Context: an optimization exercise on an open-source flow, tuned for small area. The choices shown serve that exercise and are no tape-out recipe.
Only simulation tests tie the RTL to the original design; equivalence was not proved.
Power figures rest on the tool's default switching activity, not on a simulated workload.

v31:
Design fpga_top, start of the top module:
module fpga_top (
    input wire WF_CLK, WF_BUTTON,
    input wire rst,  
    input bump0, bump1, bump2, bump3, bump4, bump5,
    input wire motorL_encdr, motorR_encdr,
    input wire ir_snsrch0, ir_snsrch1, ir_snsrch2, ir_snsrch3,
            ir_snsrch4, ir_snsrch5, ir_snsrch6, ir_snsrch7,
    output wire ir_drive0, ir_drive1, ir_drive2, ir_drive3,
            ir_drive4, ir_drive5, ir_drive6, ir_drive7,
    output wire ir_evenLED, ir_oddLED,
    output wire motorL_pwm, motorR_pwm,
    output wire motorL_en, motorR_en,
    output reg motorL_dir, motorR_dir,
    output reg WF_LED
    );
    localparam INIT          = 4'd0;
    localparam WAIT          = 4'd1;
    localparam SEARCH        = 4'd2;
    localparam LINE_FOLLOW_1 = 4'd3;
    localparam LINE_FOLLOW_2 = 4'd4;
    localparam TURN_RIGHT    = 4'd5;
    localparam TURN_AROUND_1 = 4'd6;
    localparam TURN_AROUND_2 = 4'd7;
    localparam STEP_LF1      = 4'd8;   
    localparam STEP_TA2      = 4'd9;   
    localparam END           = 4'd10;
    localparam [20:0] TICKS = 21'd2000000;
    reg [3:0] state, next_state;
    function [23:0] inc24(input [23:0] a);
        integer j; reg c;
        begin
            c = 1'b1;
            for (j = 0; j < 24; j = j + 1) begin
                inc24[j] = a[j] ^ c;
                c = c & a[j];
            end
        end
    endfunction
    function [23:0] dec24(input [23:0] a);
        integer j; reg b;
        begin
            b = 1'b1;
            for (j = 0; j < 24; j = j + 1) begin
                dec24[j] = a[j] ^ b;
                b = b & ~a[j];
            end
        end
    endfunction
    function gt16(input [15:0] a, input [15:0] b);
        integer j; reg g;
        begin
            g = 1'b0;
            for (j = 0; j < 16; j = j + 1)
                g = (a[j] & ~b[j]) | ((a[j] | ~b[j]) & g);
            gt16 = g;
        end
    endfunction
    function [17:0] add18(input [17:0] a, input [17:0] b, input ci);
        integer j; reg c;
        begin
            c = ci;
  ...
Size in the first run: roughly 2,800 cells after synthesis, ~36 I/O pins, ~0.025 mm^2 of cells after synthesis.
export LEC_CHECK = 0
export CAP_MARGIN = 20
export CORE_MARGIN = 2
export CORE_UTILIZATION = 65
export CTS_BUF_LIST = sky130_fd_sc_hd__clkbuf_16
export CTS_CLUSTER_DIAMETER = 120
export CTS_CLUSTER_SIZE = 24
export GPL_TIMING_DRIVEN = 0
export PLACE_DENSITY = 0.75
export SLEW_MARGIN = 20
create_clock -name core_clock -period 12.0 [get_ports {WF_CLK}]
standard.sh (not shown) runs the stock make flow with config.mk's settings and CLKGATE_MAP_FILE= SYNTH_SCRIPT=/design/flow/synth_recipe.tcl, a recipe that flattens the netlist after the stock synthesis.
==> flow/flow/run.sh <==
#!/bin/bash
# Standard layout, except that the combinational logic of the standard
# synthesis is re-mapped by ABC for area (every register instance is kept
# with its name and cell type), ports get buf_1 buffers, and CTS inserts no
# dummy loads. Each tool's output goes to its own log file here.
set -euo pipefail
F=$(cd "$(dirname "${BASH_SOURCE[0]}")" && pwd)
R=orfs/results/$FLOW_PLATFORM/fpga_top/base
export BUFFER_PORTS_ARGS="-buffer_cell sky130_fd_sc_hd__buf_1"
export CTS_ARGS="-sink_clustering_enable -repair_clock_nets -sink_clustering_size 24 -sink_clustering_max_diameter 120 -buf_list sky130_fd_sc_hd__clkbuf_16 -dont_use_dummy_load"
bash standard.sh synth > synth.log 2>&1
cp "$R/1_2_yosys.v" "$R/1_2_yosys_standard.v"
LIB="$FLOW_HOME/platforms/sky130hd/lib/sky130_fd_sc_hd__tt_025C_1v80.lib" \
SRC_NETLIST="$R/1_2_yosys_standard.v" DST_NETLIST="$R/1_2_yosys.v" \
ABC_SCRIPT="$F/abc_area.script" ABC_D=9000 \
  yosys -c "$F/reabc.tcl" > reabc.log 2>&1
rm -f "$R/1_synth.odb" "$R/1_synth.sdc"
bash standard.sh > layout.log 2>&1
==> flow/flow/abc_area.script <==
strash
&get -n
&dch
&nf -R 1000
&put
topo
stime -c
buffer -c
upsize -c
dnsize -c
Other scripts of this flow, unchanged in this note and not shown: flow/flow/reabc.tcl
v31 went all the way through synthesis, placement and routing and the layout is clean on timing, DRC and antenna.
The inputs of v36 differ from those of v31 as listed below.
==> flow/flow/abc_area.script <==
strash
&get -n
&dch
&nf -R 1000
&put
topo
upsize -c
dnsize -c
&get -n
&dch
&nf -R 1000
&put
topo
upsize -c
dnsize -c
&get -n
&dch
&nf -R 1000
&put
topo
upsize -c
dnsize -c
[summary]
NOTE final cell count v31->v36 decreased by a few percent
Going from v31 to v36, synthesized cell count shrank by a few percent.
Wire length (v36 vs. v31) decreases by more than 10%
v36 contains fewer vias than v31.
Re total power: v31 was higher than v36.
What v40 does differently from v36 at the input level:
- SLEW_MARGIN now 5, was 20
- CAP_MARGIN now 5, was 20
--- outcome ---
v40: no failed stages, no open violations at the end. Diff v36..v40 | cell area power density | negligible. The run with more routed wire is v40, not v36. v40 ends up with a layout buffering overhead excluding clock cells that is 0.31 points lower than in v36. v40 vs v36: maximum frequency down slightly. v36 -> v40: total of cells resized after clock tree synthesis delta 0, exact match. v40 vs. v36: switching power share of the total did not really move, met1 wire length went down, total power did not really move.

[afterwards: timing with drivers on the ports]
How much do the figures lean on ideal ports? The routed layouts below were timed once more, with nothing changed but the port constraints. Step 1 assumes that a clkbuf_16 drives the clock port and a buf_2 every other input. Step 2 adds t to the input delays and takes it off the output delays; t is the mean of the earliest and latest rising clock arrival at the registers after step 1. Input paths then give back, and output paths get back, about the clock's delay inside the block. a / b / c = ideal ports / drivers / drivers and shift; a / b = the first two.
run | t (ns) | slack for setup (ns) | worst data-port slew with drivers (ns)
v31 | 0.627 | 0.563 / 0.507 / 1.134 | 0.04
v36 | 0.618 | 0.704 / 0.646 / 0.870 | 0.04
v40 | 0.618 | 0.654 / 0.597 / 0.845 | 0.04
After both steps every run listed still meets setup and hold.
